This is an optimization exercise on Yosys and OpenROAD, whose aim is small area and a short achievable clock period, not a production implementation.
RTL that was checked went through simulation tests only; none was proved equivalent to the original.
Only the layout flow was run in runs 1 and 3; the RTL was not checked for function there.
Power figures rest on the tool's default switching activity, not on a simulated workload.

==> flow/constraint.sdc <==
create_clock -name core_clock -period 5.0 [get_ports {clk_i}]
set_input_delay 1.0000 -clock core_clock [delete_from_list [all_inputs] [get_ports {clk_i}]]
set_output_delay 1.0000 -clock core_clock [all_outputs]
set_load 0.01 [all_outputs]
==> flow/standard.sh <==
#!/bin/bash
# synth_recipe.tcl (not shown) runs the flow's synth.tcl, then flattens the netlist and writes it again
# the make line also repeats each setting of config.mk as NAME=value (left out here)
make -C /OpenROAD-flow-scripts/flow DESIGN_CONFIG=/design/flow/config.mk WORK_HOME=/design/flow/orfs CLKGATE_MAP_FILE= SYNTH_SCRIPT=/design/flow/synth_recipe.tcl "${@:-finish}"
==> flow/flow/abc_map.script <==
strash
&get -n
&fraig -x
&put
scorr
dc2
dretime
strash
&get -n
&dch -f
&nf {D}
&put
buffer -c
upsize {D}
dnsize {D}
stime -p
==> flow/flow/synth_abc.tcl <==
proc synth {args} { yosys synth -nofsm -noshare {*}$args }
# abc with the mapping script named by ABC_SCRIPT and the delay target ABC_D (ps);
# the rest is synth_recipe.tcl unchanged
proc abc {args} {
  set i [lsearch -exact $args -script]
  if { $i >= 0 } { set args [lreplace $args [expr {$i + 1}] [expr {$i + 1}] $::env(ABC_SCRIPT)] }
  set j [lsearch -exact $args -D]
  if { $j >= 0 && [info exists ::env(ABC_D)] } { set args [lreplace $args [expr {$j + 1}] [expr {$j + 1}] $::env(ABC_D)] }
  yosys abc {*}$args
}
source $::env(SCRIPTS_DIR)/synth.tcl
# left out here: clear keep_hierarchy, flatten, clean up, hide names made inside functions, write 1_2_yosys.v
==> flow/config.mk <==
export PLATFORM = sky130hd
export DESIGN_NAME = rtc_top
export DESIGN_NICKNAME = rtc_top
export VERILOG_FILES = /design/flow/design.v
export SDC_FILE = /design/flow/constraint.sdc
export NUM_CORES = 4
export LEC_CHECK = 0
export CAP_MARGIN = 20
export CORE_MARGIN = 2
export CORE_UTILIZATION = 40
export CTS_BUF_LIST = sky130_fd_sc_hd__clkbuf_8
export CTS_CLUSTER_SIZE = 10
export SETUP_SLACK_MARGIN = 2.3
export SLEW_MARGIN = 20
==> flow/design.v <==
module rtc_top (
                input logic         clk_i,
                input logic         rstn_i,
                input logic         date_update_i,
                input logic [31:0]  date_i,
                output logic [31:0] date_o,
                input logic         clock_update_i,
                output logic [21:0] clock_o,
                input logic [21:0]  clock_i,
                input logic [9:0]   init_sec_cnt_i,
                input logic         calibre_update_i,
                input logic [15:0]  calibre_sec_cnt_i,
                output logic [15:0] calibre_sec_cnt_o,
                input logic         timer_update_i,
                input logic         timer_enable_i,
                input logic         timer_retrig_i,
                input logic [16:0]  timer_target_i,
                output logic [16:0] timer_value_o,
                input logic         alarm_enable_i,
                input logic [5:0]   alarm_mask_i,
                input logic         alarm_update_clock_i,
                input logic [21:0]  alarm_clock_i,
                output logic [21:0] alarm_clock_o,
                input logic         alarm_update_date_i,
                input logic [31:0]  alarm_date_i,
                output logic [31:0] alarm_date_o,
                input logic         event_flag_update_i,
                input logic [1:0]   event_flag_i,
                output logic [1:0]  event_flag_o,
                output logic        event_o
                );
   logic [7:0]  r_seconds, r_minutes;
   logic [5:0]  r_hours;
   logic [5:0]  r_day;
   logic [4:0]  r_month;
   logic [13:0] r_year;
   logic [15:0] r_sec_counter, r_sec_cnt_calibre;
   logic        r_tick_lo, r_tick_hi;   
   logic        r_tick;
   logic [16:0] r_timer, r_timer_target;
   logic        r_timer_en, r_timer_retrig;
   logic        r_tmatch_lo, r_tmatch_hi;   
   logic        r_timer_match;
   logic [7:0]  r_alarm_seconds, r_alarm_minutes;
   logic [5:0]  r_alarm_hours;
   logic [13:0] r_alarm_year;
   logic [4:0]  r_alarm_month;
   logic [5:0]  r_alarm_day;
   logic [5:0]  r_alarm_mask;
   logic        r_alarm_enable;
   logic        r_sec59, r_min59, r_hour23;   
   logic        r_eom, r_eoy;     
   logic        n_eom;
   logic [5:0]  r_match;          
   logic        r_alarm_match;    
   logic [1:0]  r_event_flag;
   logic [7:0]  n_seconds, n_minutes;
   logic [5:0]  n_hours;
   logic [5:0]  n_day;
   logic [4:0]  n_month;
   logic [13:0] n_year;
   logic [15:0] n_sec_counter, n_sec_cnt_calibre;
   logic [16:0] n_timer, n_timer_target;
   logic        n_timer_en;
   logic [7:0]  n_alarm_seconds, n_alarm_minutes;
   logic [5:0]  n_alarm_hours;
   logic [13:0] n_alarm_year;
   logic [4:0]  n_alarm_month;
   logic [5:0]  n_alarm_day;
   logic [5:0]  n_alarm_mask;
   logic        n_alarm_enable;
   logic [5:0]  n_match;
   logic [1:0]  n_event_flag;
   logic        s_alarm_event, s_timer_event;
   logic        s_upd_min, s_upd_hour, s_new_day;
   logic        s_end_of_month, s_end_of_year;
   assign r_tick        = r_tick_lo & r_tick_hi;
   assign r_timer_match = r_tmatch_lo & r_tmatch_hi;
   assign s_alarm_event = r_alarm_enable & (&r_match) & ~r_alarm_match;
   assign s_timer_event = r_timer_en & r_timer_match;
   assign event_o       = s_alarm_event | s_timer_event;
   assign date_o            = {2'b00, r_year, 3'b000, r_month, 2'b00, r_day};
   assign clock_o           = {r_hours, r_minutes, r_seconds};
   assign calibre_sec_cnt_o = r_sec_cnt_calibre;
   assign timer_value_o     = r_timer;
   assign alarm_clock_o     = {r_alarm_hours, r_alarm_minutes, r_alarm_seconds};
   assign alarm_date_o      = {2'b00, r_alarm_year, 3'b000, r_alarm_month, 2'b00, r_alarm_day};
   assign event_flag_o      = r_event_flag;
   function automatic [3:0] inc4(input [3:0] x);
      inc4 = {x[3] ^ (&x[2:0]), x[2] ^ (&x[1:0]), x[1] ^ x[0], ~x[0]};
   endfunction
   function automatic [1:0] inc2(input [1:0] x);
      inc2 = {x[1] ^ x[0], ~x[0]};
   endfunction
   function automatic eom(input [5:0] d, input [4:0] m, input [13:0] y);
      logic leap;
      leap = (~y[0] & (y[4] == y[1])) & ((y[7:0] != 8'h00) | (~y[8] & (y[12] == y[9])));
      case (m)
        5'h01, 5'h03, 5'h05, 5'h07, 5'h08, 5'h10, 5'h12: eom = (d == 6'h31);
        5'h04, 5'h06, 5'h09, 5'h11:                      eom = (d == 6'h30);
        5'h02:   eom = (d == 6'h29) | (~leap & (d == 6'h28));
        default: eom = 1'b0;
      endcase
   endfunction
   logic [15:0] s_cnt_inc, n_count;
   assign s_cnt_inc[0] = ~r_sec_counter[0];
   assign s_cnt_inc[1] = r_sec_counter[1] ^ (&r_sec_counter[0:0]);
   assign s_cnt_inc[2] = r_sec_counter[2] ^ (&r_sec_counter[1:0]);
   assign s_cnt_inc[3] = r_sec_counter[3] ^ (&r_sec_counter[2:0]);
   assign s_cnt_inc[4] = r_sec_counter[4] ^ (&r_sec_counter[3:0]);
   assign s_cnt_inc[5] = r_sec_counter[5] ^ (&r_sec_counter[4:0]);
   assign s_cnt_inc[6] = r_sec_counter[6] ^ (&r_sec_counter[5:0]);
   assign s_cnt_inc[7] = r_sec_counter[7] ^ (&r_sec_counter[6:0]);
   assign s_cnt_inc[8] = r_sec_counter[8] ^ (&r_sec_counter[7:0]);
   assign s_cnt_inc[9] = r_sec_counter[9] ^ (&r_sec_counter[8:0]);
   assign s_cnt_inc[10] = r_sec_counter[10] ^ (&r_sec_counter[9:0]);
   assign s_cnt_inc[11] = r_sec_counter[11] ^ (&r_sec_counter[10:0]);
   assign s_cnt_inc[12] = r_sec_counter[12] ^ (&r_sec_counter[11:0]);
   assign s_cnt_inc[13] = r_sec_counter[13] ^ (&r_sec_counter[12:0]);
   assign s_cnt_inc[14] = r_sec_counter[14] ^ (&r_sec_counter[13:0]);
   assign s_cnt_inc[15] = r_sec_counter[15] ^ (&r_sec_counter[14:0]);
   always_comb begin
      n_sec_cnt_calibre = calibre_update_i ? calibre_sec_cnt_i : r_sec_cnt_calibre;
      if (clock_update_i) begin
         n_count       = {1'b0, init_sec_cnt_i, 5'h0};
         n_sec_counter = {1'b0, init_sec_cnt_i, 5'h1};
      end else if (r_tick) begin
         n_count       = 16'h0;
         n_sec_counter = 16'h1;
      end else begin
         n_count       = r_sec_counter;
         n_sec_counter = s_cnt_inc;
      end
   end
   assign s_upd_min  = r_tick & r_sec59;
   assign s_upd_hour = r_tick & r_sec59 & r_min59;
   assign s_new_day  = r_tick & r_sec59 & r_min59 & r_hour23;
   always_comb begin
      n_seconds = r_seconds;
      n_minutes = r_minutes;
      n_hours   = r_hours;
      if (clock_update_i) begin
         n_seconds = clock_i[7:0];
         n_minutes = clock_i[15:8];
         n_hours   = clock_i[21:16];
      end else begin
         if (r_tick) begin
            n_seconds[3:0] = (r_seconds[3:0] >= 4'h9) ? 4'h0 : inc4(r_seconds[3:0]);
            if (r_seconds >= 8'h59)
              n_seconds[7:4] = 4'h0;
            else if (r_seconds[3:0] >= 4'h9)
              n_seconds[7:4] = inc4(r_seconds[7:4]);
         end
         if (s_upd_min) begin
            n_minutes[3:0] = (r_minutes[3:0] >= 4'h9) ? 4'h0 : inc4(r_minutes[3:0]);
            if (r_minutes >= 8'h59)
              n_minutes[7:4] = 4'h0;
            else if (r_minutes[3:0] >= 4'h9)
              n_minutes[7:4] = inc4(r_minutes[7:4]);
         end
         if (s_upd_hour) begin
            if (r_hours >= 6'h23)
              n_hours = 6'h00;
            else if (r_hours[3:0] >= 4'h9)
              n_hours = {inc2(r_hours[5:4]), 4'h0};
            else
              n_hours[3:0] = inc4(r_hours[3:0]);
         end
      end
   end
   logic n_sec59, n_min59, n_hour23;
   always_comb begin
      if (clock_update_i) begin
         n_sec59  = (clock_i[7:0]   == 8'h59);
         n_min59  = (clock_i[15:8]  == 8'h59);
         n_hour23 = (clock_i[21:16] == 6'h23);
      end else begin
         n_sec59  = r_tick     ? (r_seconds == 8'h58) : r_sec59;
         n_min59  = s_upd_min  ? (r_minutes == 8'h58) : r_min59;
         n_hour23 = s_upd_hour ? (r_hours   == 6'h22) : r_hour23;
      end
   end
   assign s_end_of_month = r_eom;
   assign s_end_of_year  = r_eoy;
   assign n_eom = eom(n_day, n_month, n_year);
   always_comb begin
      n_day   = r_day;
      n_month = r_month;
      n_year  = r_year;
      if (date_update_i) begin
         n_day   = date_i[5:0];
         n_month = date_i[12:8];
         n_year  = date_i[29:16];
      end else if (s_new_day) begin
         if (s_end_of_month)
           n_day = 6'h01;
         else if (r_day[3:0] != 4'h9)
           n_day[3:0] = inc4(r_day[3:0]);
         else
           n_day = {inc2(r_day[5:4]), 4'h0};
         if (s_end_of_year)
           n_month = 5'h01;
         else if (s_end_of_month) begin
            if (r_month[3:0] != 4'h9)
              n_month[3:0] = inc4(r_month[3:0]);
            else
              n_month = {1'b1, 4'h0};
         end
         if (s_end_of_year) begin
            if (r_year[3:0] != 4'h9)
              n_year[3:0] = inc4(r_year[3:0]);
            else begin
               n_year[3:0] = 4'h0;
               if (r_year[7:4] != 4'h9)
                 n_year[7:4] = inc4(r_year[7:4]);
               else begin
                  n_year[7:4] = 4'h0;
                  if (r_year[11:8] != 4'h9)
                    n_year[11:8] = inc4(r_year[11:8]);
                  else begin
                     n_year[11:8]  = 4'h0;
                     n_year[13:12] = inc2(r_year[13:12]);
                  end
               end
            end
         end
      end
   end
   always_comb begin
      n_alarm_seconds = r_alarm_seconds;
      n_alarm_minutes = r_alarm_minutes;
      n_alarm_hours   = r_alarm_hours;
      n_alarm_mask    = r_alarm_mask;
      n_alarm_enable  = r_alarm_enable;
      if (alarm_update_clock_i) begin
         n_alarm_enable  = alarm_enable_i;
         n_alarm_seconds = alarm_clock_i[7:0];
         n_alarm_minutes = alarm_clock_i[15:8];
         n_alarm_hours   = alarm_clock_i[21:16];
         n_alarm_mask    = alarm_mask_i;
      end else if (s_alarm_event)
        n_alarm_enable = 1'b0;
      n_alarm_year  = r_alarm_year;
      n_alarm_month = r_alarm_month;
      n_alarm_day   = r_alarm_day;
      if (alarm_update_date_i) begin
         n_alarm_year  = alarm_date_i[29:16];
         n_alarm_month = alarm_date_i[12:8];
         n_alarm_day   = alarm_date_i[5:0];
      end
   end
   assign n_match[5] = n_alarm_mask[5] | (n_year    == n_alarm_year);
   assign n_match[4] = n_alarm_mask[4] | (n_month   == n_alarm_month);
   assign n_match[3] = n_alarm_mask[3] | (n_day     == n_alarm_day);
   assign n_match[2] = n_alarm_mask[2] | (n_hours   == n_alarm_hours);
   assign n_match[1] = n_alarm_mask[1] | (n_minutes == n_alarm_minutes);
   assign n_match[0] = n_alarm_mask[0] | (n_seconds == n_alarm_seconds);
   logic [16:0] s_timer_inc;
   assign s_timer_inc[0] = ~r_timer[0];
   assign s_timer_inc[1] = r_timer[1] ^ (&r_timer[0:0]);
   assign s_timer_inc[2] = r_timer[2] ^ (&r_timer[1:0]);
   assign s_timer_inc[3] = r_timer[3] ^ (&r_timer[2:0]);
   assign s_timer_inc[4] = r_timer[4] ^ (&r_timer[3:0]);
   assign s_timer_inc[5] = r_timer[5] ^ (&r_timer[4:0]);
   assign s_timer_inc[6] = r_timer[6] ^ (&r_timer[5:0]);
   assign s_timer_inc[7] = r_timer[7] ^ (&r_timer[6:0]);
   assign s_timer_inc[8] = r_timer[8] ^ (&r_timer[7:0]);
   assign s_timer_inc[9] = r_timer[9] ^ (&r_timer[8:0]);
   assign s_timer_inc[10] = r_timer[10] ^ (&r_timer[9:0]);
   assign s_timer_inc[11] = r_timer[11] ^ (&r_timer[10:0]);
   assign s_timer_inc[12] = r_timer[12] ^ (&r_timer[11:0]);
   assign s_timer_inc[13] = r_timer[13] ^ (&r_timer[12:0]);
   assign s_timer_inc[14] = r_timer[14] ^ (&r_timer[13:0]);
   assign s_timer_inc[15] = r_timer[15] ^ (&r_timer[14:0]);
   assign s_timer_inc[16] = r_timer[16] ^ (&r_timer[15:0]);
   logic n_tmatch_lo, n_tmatch_hi;
   logic [7:0] s_timer_inc_hi;        
   assign s_timer_inc_hi[0] = ~r_timer[9];
   assign s_timer_inc_hi[1] = r_timer[10] ^ (&r_timer[9:9]);
   assign s_timer_inc_hi[2] = r_timer[11] ^ (&r_timer[10:9]);
   assign s_timer_inc_hi[3] = r_timer[12] ^ (&r_timer[11:9]);
   assign s_timer_inc_hi[4] = r_timer[13] ^ (&r_timer[12:9]);
   assign s_timer_inc_hi[5] = r_timer[14] ^ (&r_timer[13:9]);
   assign s_timer_inc_hi[6] = r_timer[15] ^ (&r_timer[14:9]);
   assign s_timer_inc_hi[7] = r_timer[16] ^ (&r_timer[15:9]);
   always_comb begin
      if (timer_update_i) begin
         n_tmatch_lo = (timer_target_i[8:0]  == 9'h0);
         n_tmatch_hi = (timer_target_i[16:9] == 8'h0);
      end else if (r_timer_en & r_timer_match) begin
         n_tmatch_lo = (r_timer_target[8:0]  == 9'h0);
         n_tmatch_hi = (r_timer_target[16:9] == 8'h0);
      end else if (r_timer_en) begin
         n_tmatch_lo = (s_timer_inc[8:0]  == r_timer_target[8:0]);
         n_tmatch_hi = (&r_timer[8:0]) ? (s_timer_inc_hi == r_timer_target[16:9]) : r_tmatch_hi;
      end else begin
         n_tmatch_lo = r_tmatch_lo;
         n_tmatch_hi = r_tmatch_hi;
      end
   end
   always_comb begin
      n_timer_target = r_timer_target;
      n_timer_en     = r_timer_en;
      n_timer        = r_timer;
      if (timer_update_i) begin
         n_timer_en     = timer_enable_i;
         n_timer_target = timer_target_i;
         n_timer        = 17'h0;
      end else if (r_timer_en) begin
         if (r_timer_match) begin
            if (!r_timer_retrig)
              n_timer_en = 1'b0;
            n_timer = 17'h0;
         end else
           n_timer = s_timer_inc;
      end
   end
   always_comb begin
      n_event_flag = r_event_flag;
      if (event_flag_update_i) begin
         if (event_flag_i[0]) n_event_flag[0] = 1'b0;
         if (event_flag_i[1]) n_event_flag[1] = 1'b0;
      end else if (s_alarm_event)
        n_event_flag[0] = 1'b1;
      else if (s_timer_event)
        n_event_flag[1] = 1'b1;
   end
   always_ff @(posedge clk_i or negedge rstn_i) begin
      if (~rstn_i) begin
         r_seconds         <= 8'h0;
         r_minutes         <= 8'h0;
         r_hours           <= 6'h0;
         r_day             <= 6'h01;
         r_month           <= 5'h01;
         r_year            <= 14'h2000;
         r_sec_counter     <= 16'h1;
         r_sec_cnt_calibre <= 16'h7FFF;
         r_tick_lo         <= 1'b0;
         r_tick_hi         <= 1'b0;
         r_timer           <= 17'h0;
         r_timer_target    <= 17'h0;
         r_timer_en        <= 1'b0;
         r_timer_retrig    <= 1'b0;
         r_tmatch_lo       <= 1'b0;   
         r_tmatch_hi       <= 1'b0;
         r_alarm_seconds   <= 8'h0;
         r_alarm_minutes   <= 8'h0;
         r_alarm_hours     <= 6'h0;
         r_alarm_year      <= 14'h0;
         r_alarm_month     <= 5'h0;
         r_alarm_day       <= 6'h0;
         r_alarm_mask      <= 6'h0;
         r_alarm_enable    <= 1'b0;
         r_sec59           <= 1'b0;
         r_min59           <= 1'b0;
         r_hour23          <= 1'b0;
         r_eom             <= 1'b0;
         r_eoy             <= 1'b0;
         r_match           <= 6'b0;   
         r_alarm_match     <= 1'b0;
         r_event_flag      <= 2'h0;
      end else begin
         r_seconds         <= n_seconds;
         r_minutes         <= n_minutes;
         r_hours           <= n_hours;
         r_day             <= n_day;
         r_month           <= n_month;
         r_year            <= n_year;
         r_sec_counter     <= n_sec_counter;
         r_sec_cnt_calibre <= n_sec_cnt_calibre;
         r_tick_lo         <= (n_count[7:0]  == n_sec_cnt_calibre[7:0]);
         r_tick_hi         <= (n_count[15:8] == n_sec_cnt_calibre[15:8]);
         r_timer           <= n_timer;
         r_timer_target    <= n_timer_target;
         r_timer_en        <= n_timer_en;
         if (timer_update_i)
           r_timer_retrig  <= timer_retrig_i;
         r_tmatch_lo       <= n_tmatch_lo;
         r_tmatch_hi       <= n_tmatch_hi;
         r_alarm_seconds   <= n_alarm_seconds;
         r_alarm_minutes   <= n_alarm_minutes;
         r_alarm_hours     <= n_alarm_hours;
         r_alarm_year      <= n_alarm_year;
         r_alarm_month     <= n_alarm_month;
         r_alarm_day       <= n_alarm_day;
         r_alarm_mask      <= n_alarm_mask;
         r_alarm_enable    <= n_alarm_enable;
         r_sec59           <= n_sec59;
         r_min59           <= n_min59;
         r_hour23          <= n_hour23;
         r_eom             <= n_eom;
         r_eoy             <= n_eom & (date_update_i ? (date_i[12:8] == 5'h12) : (r_month == 5'h12));
         r_match           <= n_match;
         r_alarm_match     <= &r_match;
         r_event_flag      <= n_event_flag;
      end
   end
endmodule  
==> flow/flow/run.sh <==
#!/bin/bash
# The standard layout, with two changes:
#  - synthesis maps the logic with flow/abc_map.script instead of ORFS's abc_speed.script
#    (flow/synth_abc.tcl is synth_recipe.tcl with that abc call swapped);
#  - the port buffers are made from the smallest buffer cell.
# Each tool writes its full log under orfs/logs; the make output goes to standard.log.
set -euo pipefail
HERE=$(pwd)
export ABC_SCRIPT=$HERE/flow/abc_map.script
export ABC_D=2000
export BUFFER_PORTS_ARGS="-buffer_cell sky130_fd_sc_hd__buf_1"
bash standard.sh SYNTH_SCRIPT=$HERE/flow/synth_abc.tcl finish > standard.log 2>&1
==> results of run 1 <==
==> layer usage <==
layer / GRT usage (%) / up-vias
met5: 0 / -
li1: - / 3969
met4: 4.827 / 2
met2: 31.36 / 231
met1: 25.68 / 3953
met3: 5.169 / 25
==> worst register-to-register path, cell delays in order (launching register included) <==
cell      delay (ps)
dfrtp_1          410
ha_1             200
nand3b_1         150
nor4_4            60
buf_12           150
a41o_2           270
o22a_4           200
or4_1            500
a211oi_2         220
o21bai_1         110
a31o_1           230
a21oi_2          120
==> registers in the layout (all words and copies together) (netlist names), 2 cells and up <==
| signal | flops |
|---|---|
| r_minutes | 8 |
| r_sec_counter | 16 |
| r_alarm_year | 14 |
| r_alarm_seconds | 8 |
| r_timer_target | 17 |
| r_year | 14 |
| r_alarm_mask | 6 |
| r_alarm_day | 6 |
| r_hours | 6 |
| r_timer | 17 |
| r_month | 5 |
| r_alarm_month | 5 |
| r_alarm_hours | 6 |
| r_day | 6 |
| r_sec_cnt_calibre | 16 |
| r_seconds | 8 |
| r_event_flag | 2 |
| r_match | 6 |
| r_alarm_minutes | 8 |
==> cell type report <==
cell class,instances,share of cell area (%)
multi-input cells,691,42.41
well taps,330,3.426
flip-flops and latches,187,39.07
clock inverters,14,1.132
inverters,47,1.547
repair buffers,303,10.36
clock buffers,18,2.055
==> kinds of logic after synthesis <==
logic type | share of synthesized area, %
flip-flops | 46.56
XOR/XNOR | 7.109
buffers and inverters | 4.459
AO/OA/AOI/OAI | 12.62
AND/OR/NAND/NOR | 13.64
other | 0.03712
adder cells (fa/ha/maj) | 5.326
multiplexers | 10.26
==> cell usage after synthesis (5+ instances only) <==
cell type | number | area share (%)
xnor2_1 | 57 | 4.9
a21boi_0 | 10 | 0.74
a22oi_1 | 7 | 0.52
and2_1 | 6 | 0.37
ha_1 | 43 | 5.3
nor4_1 | 8 | 0.50
nand2b_1 | 10 | 0.62
xor2_1 | 25 | 2.2
dfstp_2 | 19 | 4.9
nand3_1 | 22 | 1.1
mux2i_1 | 18 | 1.8
mux2_2 | 76 | 8.5
o211ai_1 | 7 | 0.52
nor3_1 | 12 | 0.59
buf_4 | 14 | 1.0
a21oi_1 | 29 | 1.4
a22o_1 | 9 | 0.78
and3_1 | 17 | 1.1
nand4_1 | 10 | 0.62
inv_1 | 45 | 1.7
o21ai_0 | 41 | 2.0
nand2_1 | 97 | 3.6
clkbuf_1 | 22 | 0.82
dfrtp_1 | 168 | 42
buf_1 | 5 | 0.19
o22ai_1 | 8 | 0.50
o31ai_1 | 10 | 0.74
nor2_1 | 55 | 2.0
a31oi_1 | 11 | 0.68
==> timing repair <==
action	4_1_cts	5_1_grt
buffers inserted	6	3
pin swaps	2	6
resized for setup	20	23
gates cloned	0	0
endpoints found under the setup margin	7	9
==> power breakdown <==
| part | internal, mW | leakage [nW] | switching [mW] |
|---|---|---|---|
| clock network | 0.421 | 0.197 | 0.603 |
| logic | 0.297 | 2.62 | 0.398 |
| registers | 1.65 | 2.25 | 0.105 |
==> stage by stage <==
stage,worst slack [ps],instances
floorplan,2304,973
global placement,1533,1549
detailed placement,1524,1549
CTS,2223,1587
global route,2172,1590
finish,2270,1590
==> path summary, 6_finish.rpt <==
check                             startpoint  depth (start not counted)                end  slack [ps]
setup reg to reg                   r_year[0]                         11              r_eoy        2320
hold / removal                        rstn_i                          1   r_alarm_hours[5]         340
min in group core_clock    r_sec_counter[15]                          1  r_sec_counter[15]         470
max in group asynchronous             rstn_i                          2     r_timer_retrig        3660
setup / recovery               date_update_i                          9              r_eoy        2270
hold reg to reg            r_sec_counter[15]                          1  r_sec_counter[15]         470
==> key figures, run 1 <==
STA
  • Fin. max-slew vios: 0
  • Post-route minimum period: 2730 ps
  • Final setup viols: 0
  • TNS Setup: 0 ps
  • Final hold vios: 0
  • Period utilisation layout: 54.60%
  • Hold WS: 343.0 ps
  • RSZ-0062 raised after global routing: yes
  • Clk_skew: between 15 and 20 ps
  • Max Fclk: around 370 MHz
  • Relative slew margins: 41.59%
  • Worst Tran Pin Value: approximately 870 ps

Place
  • Gp weighted congestion: just under 0.9
  • DP Area: roughly 11,000 um2
  • Placed wire-length estimate: 19,580 um
  • IO Port Bufs: approximately 290

Setup path
  • CP max-delay cell: or4_1
  • Critical Path, Cell by Cell: buf_1, buf_6, clkinv_2, o22a_4, or4_1, a211oi_2, o21bai_1, a31o_1, a21oi_2
  • Slowest stage delay, CP: 490 ps
  • CP Max Fanout: 37
  • Crit. End Element: flip-flop
  • Crit start category: input port
  • Worst path arrival time: roughly 3100 ps
  • Worst path top cell family by delay: compound AO/OA/AOI/OAI gates
  • Worst path required time: 5390 ps
  • Buf+Inv Stages, Crit Path: 3
  • CP Class: in2reg

Yosys
  • FFs w/ async S/R, synth: 100.0%
  • Mapped Cells: 960
  • Top FF cell, synth: dfrtp_1
  • Sequential share of the synthesized area: 46.56%
  • Synthesized cell area: 10,100 um2
  • EDFF count, synth: 0
  • Post-synthesis register bit count: 187
  • Distinct cells, synth: between 70 and 80
  • Syn. warnings: 1
  • Post-Syn Area per Cell: 10.52 um2

Drt
  • 1st-iter DRT viols: 394
  • Pre-Repair DR Iteration Count: 5
  • Wl on met1: 11,720 um
  • Drt drc: 0
  • WL final: 25,840 um
  • Met2 wire len: 12,220 um
  • Wirelength per Cell: 16.25 um
  • Final ANT Viol Nets: 0
  • Total number of vias: just over 8,000
  • Met3 wire length: 1520 um
  • Top sig layer: met5
  • Vias/cell: roughly 5

Layout
  • Register area: 4710 um2
  • Nets: 1,461
  • Layout Utilization: 48.28%
  • Final instance area: 12,050 um2
  • Multi-input logic area: about 5000 um2
  • # fillers: 2,435
  • Most common cell after layout, fill and taps aside: buf_1
  • Area growth from synthesis to layout: 19.31%
  • # diodes: 0
  • Share of cells above drive strength 1: between 10% and 20%
  • Most frequent cells in the layout: buf_1, dfrtp_1, nand2_1, mux2_2, xnor2_1

Pwr
  • Leakage power: 5.058 nW
  • Design Power: 3.474 mW
  • Power per cell area: between 200 and 300 nW/um2
  • VDD IR max: ~0.16 mV

Global routing
  • Largest net degree at the start of global routing: 123
  • Initial antenna violation count: 1
  • First-pass GRT wire length: roughly 40,000 um
  • Grt total ovfl: 0
  • GRT Total Usage: about a fifth
  • Vias in the first global route: just under 8,000

Clocking
  • # hold bufs at CTS: 0
  • Clk root buf: clkbuf_8
  • Worst-path clk slew: between 100 and 150 ps
  • Worst skew pair latency: between 400 and 500 ps
  • Num CTS Buffers: 17
  • CTS tree: done
  • Htree depth: 4
  • Clock buffer depth: 2
  • Clock sinks: 187

Floorplanning
  • # IOs: 315
  • Die area: approximately 27,000 um2
  • Site row count: a little under 60
  • Placeable Area: 24,960 um2
  • Die X: 162.9 um
  • Die Y: 162.9 um
  • Starting Density: 40.47%

Min path
  • Worst hold path class: in2async

Run
  • Max_cap viols: 0

Outcome
  • Status: complete, no violations
==> run 2: changes to the inputs <==
--- a/flow/design.v
+++ b/flow/design.v
@@ -53,3 +53,3 @@
    logic        n_eom;
-   logic [5:0]  r_match;          
+   logic [6:0]  r_match;          
    logic        r_alarm_match;    
@@ -71,3 +71,3 @@
    logic        n_alarm_enable;
-   logic [5:0]  n_match;
+   logic [6:0]  n_match;
    logic [1:0]  n_event_flag;
@@ -184,3 +184,12 @@
    assign s_end_of_year  = r_eoy;
-   assign n_eom = eom(n_day, n_month, n_year);
+   always_comb begin
+      if (date_update_i)
+        n_eom = eom(date_i[5:0], date_i[12:8], date_i[29:16]);
+      else if (s_new_day)
+        n_eom = ~r_eom & eom((r_day[3:0] != 4'h9) ? {r_day[5:4], inc4(r_day[3:0])}
+                                                  : {inc2(r_day[5:4]), 4'h0},
+                             r_month, r_year);
+      else
+        n_eom = r_eom;
+   end
    always_comb begin
@@ -251,3 +260,4 @@
    end
-   assign n_match[5] = n_alarm_mask[5] | (n_year    == n_alarm_year);
+   assign n_match[6] = n_alarm_mask[5] | (n_year[13:8] == n_alarm_year[13:8]);
+   assign n_match[5] = n_alarm_mask[5] | (n_year[7:0]  == n_alarm_year[7:0]);
    assign n_match[4] = n_alarm_mask[4] | (n_month   == n_alarm_month);
@@ -358,3 +368,3 @@
          r_eoy             <= 1'b0;
-         r_match           <= 6'b0;   
+         r_match           <= 7'b0;   
          r_alarm_match     <= 1'b0;
==> run 2 against run 1 <==
Against the previous run:
- still clean on timing, DRC and antenna
- count of clock-buffer cells in the layout shrank 1
- combinational power hardly changed
- largest power group unchanged
- utilization hardly changed
- via count is 2.4% higher
==> key figures, run 2 <==
Pwr
  • Leakage power: 5.046 nW
  • Combinational share of power: 19.2%
  • Switch Pwr: around 1.2 mW
  • Switch share: 32.51%
  • Share of power burned in the clock network: 31.2%
  • Power per cell area: 296.6 nW/um2
  • Power Internal: around 2.4 mW
  • VDD IR max: approximately 0.17 mV
  • Sequential power share: between 40% and 50%

STA
  • TNS Setup: 0 ps
  • Max Fclk: 388.9 MHz
  • Clk_skew: 18.61 ps
  • Final hold vios: 0
  • Post-route minimum period: 2571 ps
  • Worst Tran Pin Value: between 900 and 1000 ps
  • Relative slew margins: 35.62%
  • Hold WS: 498.5 ps
  • Final setup viols: 0
  • Period utilisation layout: 51.42%
  • RSZ-0062 raised after global routing: no
  • Fin. max-slew vios: 0

Drt
  • Wirelength per Cell: 16.86 um
  • Total number of vias: 8,380
  • Final ANT Viol Nets: 0
  • 1st-iter DRT viols: 546
  • WL final: 27,180 um
  • Pre-Repair DR Iteration Count: 5
  • Vias/cell: approximately 5.2
  • Drt drc: 0

Global routing
  • Met3 usage: 3.106%
  • Largest net degree at the start of global routing: 95
  • First-pass GRT wire length: between 40,000 and 50,000 um
  • GR Util met2: 31.80%
  • Initial antenna violation count: 0
  • Top Usage Layer GRT: met2
  • Vias in the first global route: 8,080
  • Grt total ovfl: 0
  • Met1 Use GR: 28.19%
  • GRT Total Usage: 19.93%

Layout
  • # fillers: roughly 2,400
  • Share of cells above drive strength 1: between 10% and 20%
  • Register area: 4730 um2
  • Largest regs: r_timer (17), r_timer_target (17)
  • Most frequent cells in the layout: buf_1, dfrtp_1, nand2_1, mux2_2, nor2_1
  • Most common cell after layout, fill and taps aside: buf_1
  • Multi-input logic area: 5224 um2
  • # diodes: 0
  • Area growth from synthesis to layout: 18.48%
  • Nets: 1,482

Floorplanning
  • Die X: 164.1 um
  • Placeable Area: 25,180 um2
  • Starting Density: around 41%
  • Die Y: 164.1 um
  • Site row count: just under 60
  • Die area: 26,930 um2
  • # IOs: 315

Clocking
  • Clock buffer depth: 2
  • Worst skew pair latency: about 470 ps
  • # hold bufs at CTS: 0
  • Clock sinks: ~190
  • Clk root buf: clkbuf_8
  • Num CTS Buffers: 17
  • Htree depth: 4
  • Worst-path clk slew: 110 ps
  • CTS tree: done

Run
  • Max_cap viols: 0

Yosys
  • EDFF count, synth: 0
  • Most numerous cell in the Yosys netlist: dfrtp_1
  • Syn. warnings: 1
  • Post-synthesis compound-gate area fraction: 13.82%
  • Mapped Cells: 991
  • Synth cell count leaders: dfrtp_1, nand2_1, mux2_2
  • Post-Syn Area per Cell: 10.35 um2
  • FFs w/ async S/R, synth: 100.0%
  • Top FF cell, synth: dfrtp_1
  • Adder-cell share of the synthesized area: 5.124%
  • Synthesized cell area: 10,250 um2
  • Synth top area cells: dfrtp_1, mux2_2, ha_1
  • Post-synthesis register bit count: 188
  • Mux contribution to synthesized area: 9.712%
  • Main combinational cell family by area after synthesis: compound AO/OA/AOI/OAI gates
  • Sequential share of the synthesized area: 46.11%
  • Synth area leader: dfrtp_1
  • Top cell type's share of synthesized area: between 40 and 50%
  • Synth Area in XOR/XNOR: 7.260%
  • Distinct cells, synth: 78
  • Simple-gate area share of the yosys netlist: 13.70%

Setup path
  • CP Class: reg2out
  • Worst path required time: 4000 ps
  • Path depth of the worst reg2reg path: 10
  • Crit. End Element: output port
  • CP Max Fanout: 2
  • Crit start category: flip-flop
  • Worst path arrival time: ~1600 ps

Min path
  • Worst hold path class: reg2reg
  • Worst hold path cell count: 2

Outcome
  • Status: complete, no violations

Place
  • Gp weighted congestion: 0.8655
  • Placed wire-length estimate: 20,580 um
  • IO Port Bufs: 286
## run 2: power groups by stage
stage	Clock [mW]	Sequential (mW)	Combinational [mW]
5_1_grt	1.22	1.81	0.778
4_1_cts	1.17	1.78	0.695
6_report	1.13	1.79	0.692
3_5_place_dp	0	1.81	0.691
2_1_floorplan	0	1.82	0.410
3_3_place_gp	0	1.81	0.683
## run 2: cell type report
type	count	area share [%]
Inverter	43	1.359
Clock inverter	15	1.617
Clock buffer	17	1.926
Timing Repair Buffer	298	9.783
Sequential cell	188	38.92
Multi-Input combinational cell	721	42.99
Tap cell	330	3.398
## run 2: per-layer routing
metal / wire length (um) / up-vias
met2: 12900 / 210
met3: 1288 / 22
met5: 0 / -
li1: - / 4081
met4: 354 / 0
met1: 12640 / 4067
## run 2: timing repair
item | 4_1_cts | 5_1_grt
setup endpoints to repair | 4 | 10
gates cloned | 0 | 0
resized for setup | 2 | 23
pin swaps | 1 | 5
buffers inserted | 1 | 3
## run 2: final timing paths
| path | endpoint | slack, ps | startpoint |
|---|---|---|---|
| max | event_o | 2430 | r_match[3] |
| min | r_event_flag[1] | 500 | r_event_flag[1] |
| max reg2reg | r_tmatch_lo | 2490 | r_timer[0] |
| min reg2reg | r_event_flag[1] | 500 | r_event_flag[1] |
| max in group asynchronous | r_month[0] | 3310 | rstn_i |
| min in group asynchronous | r_alarm_seconds[5] | 650 | rstn_i |
## run 2: through the flow
stage	util [%]	worst slack (ps)	total power, mW	std cells	cell area, um2
4_1_cts	47.81	2323	3.645	1609	12040
3_3_place_gp	46.05	1956	2.492	1576	11600
2_1_floorplan	-	2415	2.232	1004	10300
5_1_grt	48.25	2302	3.808	1612	12150
6_report	48.25	2429	3.604	1612	12150
3_5_place_dp	46.05	1935	2.503	1576	11600
## run 2: logic make-up after synthesis
group                    count (synthesis)
other                                    1
multiplexers                            90
AO/OA/AOI/OAI                          208
AND/OR/NAND/NOR                        282
XOR/XNOR                                85
adder cells (fa/ha/maj)                 42
buffers and inverters                   95
flip-flops                             188
## run 2: critical path, cell delays in order, from the launching register on
cell      delay [ps]
dfrtp_1          390
nand4_1          150
nor2_2           160
nand3b_1         170
nand2_1          110
clkbuf_2         130
==> run 3: changes to the inputs <==
--- a/flow/design.v
+++ b/flow/design.v
@@ -54,3 +54,3 @@
    logic [6:0]  r_match;          
-   logic        r_alarm_match;    
+   logic        r_alarm_armed;    
    logic [1:0]  r_event_flag;
@@ -78,3 +78,3 @@
    assign r_timer_match = r_tmatch_lo & r_tmatch_hi;
-   assign s_alarm_event = r_alarm_enable & (&r_match) & ~r_alarm_match;
+   assign s_alarm_event = r_alarm_armed & (&r_match);
    assign s_timer_event = r_timer_en & r_timer_match;
@@ -369,3 +369,3 @@
          r_match           <= 7'b0;   
-         r_alarm_match     <= 1'b0;
+         r_alarm_armed     <= 1'b0;
          r_event_flag      <= 2'h0;
@@ -403,3 +403,3 @@
          r_match           <= n_match;
-         r_alarm_match     <= &r_match;
+         r_alarm_armed     <= n_alarm_enable & ~(&r_match);
          r_event_flag      <= n_event_flag;
==> run 3 against run 2 <==
Against the previous run:
- sequential share of layout area is 0.28 points lower
- critical path type is now in2reg
- register-to-register slack worse by 130 ps
- synthesized cell count stayed put
- combinational power hardly changed
- first-iteration DRC count is 0.92% lower
==> key figures, run 3 <==
Yosys
  • FFs w/ async S/R, synth: 100.0%
  • Synthesized cell area: 10,330 um2
  • Synth top area cells: dfrtp_1, mux2_2, ha_1
  • Synth cell count leaders: dfrtp_1, nand2_1, mux2_2
  • EDFF count, synth: 0
  • Post-Syn Area per Cell: 10.42 um2
  • Most numerous cell in the Yosys netlist: dfrtp_1
  • Top FF cell, synth: dfrtp_1
  • Mapped Cells: 991
  • Post-synthesis register bit count: 188
  • Synth area leader: dfrtp_1
  • Distinct cells, synth: 75
  • Syn. warnings: 1
  • Sequential share of the synthesized area: 45.79%
  • Top cell type's share of synthesized area: 40.95%

Setup path
  • Worst r2r src: r_tick_lo
  • Worst path top cell family by delay: compound AO/OA/AOI/OAI gates
  • Critical Path, Cell by Cell: buf_1, buf_6, clkinvlp_4, a31o_2, xor2_1, a221o_1, or4b_1, o31ai_2
  • CP Max Fanout: 35
  • Slowest stage delay, CP: approximately 600 ps
  • Crit start category: input port
  • CP max-delay cell: or4b_1
  • Worst path required time: 5390 ps
  • CP Launch Point: date_update_i
  • Worst path arrival time: 3040 ps
  • Buf+Inv Stages, Crit Path: 3
  • CP Class: in2reg
  • Crit. End Element: flip-flop

Min path
  • Hold Startpoint: r_sec_counter[15]
  • Worst hold path class: reg2reg

STA
  • Final hold vios: 0
  • Post-route minimum period: 2648 ps
  • Worst Tran Pin Value: 986.5 ps
  • Relative slew margins: 34.23%
  • Final setup viols: 0
  • Fin. max-slew vios: 0
  • Max Fclk: 377.6 MHz
  • TNS Setup: 0 ps
  • Clk_skew: ~16 ps
  • RSZ-0062 raised after global routing: yes
  • Period utilisation layout: between 50% and 60%

Drt
  • Final ANT Viol Nets: 0
  • 1st-iter DRT viols: approximately 540
  • Total number of vias: about 8,500
  • Vias/cell: between 5 and 6
  • Pre-Repair DR Iteration Count: 6
  • WL final: 27,740 um
  • Drt drc: 0
  • Wirelength per Cell: 17.22 um

Pwr
  • Leakage power: 5.087 nW
  • Switch share: a little under a third
  • Sequential power share: between 40% and 50%
  • Share of power burned in the clock network: 30.7%
  • Combinational share of power: about 19%
  • Power per cell area: 291.9 nW/um2
  • Switch Pwr: 1.140 mW
  • VDD IR max: 0.1282 mV
  • Power Internal: 2.433 mW

Clocking
  • Htree depth: 4
  • Clock sinks: 188
  • Num CTS Buffers: 17
  • Clock buffer depth: 2
  • CTS tree: done
  • Worst skew pair latency: 480 ps
  • Clk root buf: clkbuf_8
  • Worst-path clk slew: 110 ps

Run
  • Max_cap viols: 0

Layout
  • Largest regs: r_timer (17), r_timer_target (17)
  • Most frequent cells in the layout: buf_1, dfrtp_1, nand2_1, mux2_2, nor2_1
  • Share of cells above drive strength 1: 13.58%
  • Area growth from synthesis to layout: 18.56%
  • Most common cell after layout, fill and taps aside: buf_1
  • Nets: 1,481
  • Final instance area: 12,240 um2
  • Register area: 4731 um2
  • Multi-input logic area: 5271 um2
  • # fillers: 2,419
  • # diodes: 0

Global routing
  • First-pass GRT wire length: about 44,000 um
  • Largest net degree at the start of global routing: 97
  • GRT Total Usage: 20.44%
  • Initial antenna violation count: 1
  • Grt total ovfl: 0
  • Vias in the first global route: just over 8,000

Place
  • Placed wire-length estimate: between 20,000 and 25,000 um
  • IO Port Bufs: 286
  • Gp weighted congestion: ~0.84
  • DP Area: 11,670 um2

Floorplanning
  • Placeable Area: 25,250 um2
  • Die Y: 164.7 um
  • # IOs: between 300 and 400
  • Die area: 27,120 um2
  • Site row count: 58
  • Starting Density: just over 40%
  • Die X: 164.7 um

Outcome
  • Status: complete, no violations
==> run 3: cell count changes after synthesis, moves of 9 or more <==
cell	before	now
xnor2_1	54	40
clkbuf_1	22	31
nand2_1	91	79
xor2_1	31	41
nor2_1	63	53
==> run 3: cell families (layout without fill, tap and decap cells) <==
family	Yosys count	count (layout)	share of synthesized area, %
xor gates and xnor gates	81	81	6.870
muxes	92	92	9.815
adders and majority gates	42	42	5.089
other	1	14	0.03632
buffers and inverters	101	378	4.302
AOI/OAI and AO/OA	215	215	14.43
DFF	188	188	45.79
and+or+nand+nor	271	271	13.67
==> run 3: worst reg2reg max path: cells and delay by family, from the launching register on <==
family	cells	cell delay, ps
compound gates	4	780
buf+inv	2	290
flops	1	460
simple gates	3	1020
==> run 3: worst paths after layout <==
| check | cells after the start | slack (ps) | end |
|---|---|---|---|
| hold / removal | 1 | 480 | r_sec_counter[15] |
| max in group asynchronous | 2 | 3340 | r_year[3] |
| min in group asynchronous | 1 | 570 | r_sec_cnt_calibre[15] |
| setup reg to reg | 9 | 2360 | r_match[5] |
| hold reg to reg | 1 | 480 | r_sec_counter[15] |
| setup / recovery | 8 | 2350 | r_match[5] |
==> run 3: power groups by stage <==
| stage | registers (mW) | clock network, mW | logic, mW |
|---|---|---|---|
| floorplan | 1.82 | 0 | 0.403 |
| global placement | 1.81 | 0 | 0.682 |
| detailed placement | 1.81 | 0 | 0.691 |
| CTS | 1.78 | 1.14 | 0.698 |
| global route | 1.80 | 1.19 | 0.778 |
| finish | 1.78 | 1.10 | 0.694 |
==> run 3: timing repair <==
item	4_1_cts	5_1_grt
gates cloned	0	0
buffers inserted	7	0
resized for setup	8	15
setup endpoints to repair	5	7
pin swaps	1	0
hold buffers	0	0
==> run 3: routing by layer <==
metal | vias to the layer above | wire (um) | global-route usage, %
met5 | - | 12 | 0
met4 | 2 | 376 | 5.375
met3 | 33 | 1518 | 4.596
met2 | 218 | 13130 | 33.02
met1 | 4111 | 12700 | 27.80
li1 | 4125 | - | -
==> run 3: stage by stage <==
stage	hold slack (ps)	cells	power (mW)	worst slack [ps]	utilization [%]
floorplan	433.4	1004	2.225	2269	-
detailed placement	460.8	1572	2.501	1622	46.20
global placement	451.5	1572	2.487	1629	46.20
CTS	481.0	1611	3.616	2308	48.21
finish	477.7	1611	3.574	2352	48.48
global route	496.8	1611	3.775	2265	48.48
==> run 3: layout make-up <==
| class | count | share of cell area [%] |
|---|---|---|
| clock inverters | 14 | 1.441 |
| inverters | 44 | 1.380 |
| clock buffers | 18 | 2.024 |
| multi-input cells | 715 | 43.06 |
| well taps | 330 | 3.373 |
| repair buffers | 302 | 10.09 |
| flip-flops and latches | 188 | 38.64 |

separate check: timing with driven ports:
Ports are ideal in the flow. The routed layouts listed here were re-timed in OpenROAD.
Step 1: set_driving_cell puts a clkbuf_16 on clk_i and a buf_2 on each other input, an assumption about the parent block.
Step 2 times the ports against the registers' clock, not the clock port: input delays grow and output delays shrink by t, the midpoint of the rising clock arrivals with the driver on.
Three values: ideal, step 1, step 2; two values: the first two.
run	t, ns	slack for setup (ns)	worst register clock-pin slew, ns	worst data-port slew with drivers (ns)
run 1	0.500	2.270 / 2.280 / 1.780	0.11 / 0.11	0.08
run 2	0.498	2.429 / 2.390 / 1.961	0.12 / 0.12	0.09
run 3	0.511	2.352 / 2.356 / 1.859	0.11 / 0.11	0.07
After both steps setup and hold are still met in every run listed. For run 3, which loses most, drivers alone change the setup slack by +0.004 ns; drivers and shift together by -0.493 ns.
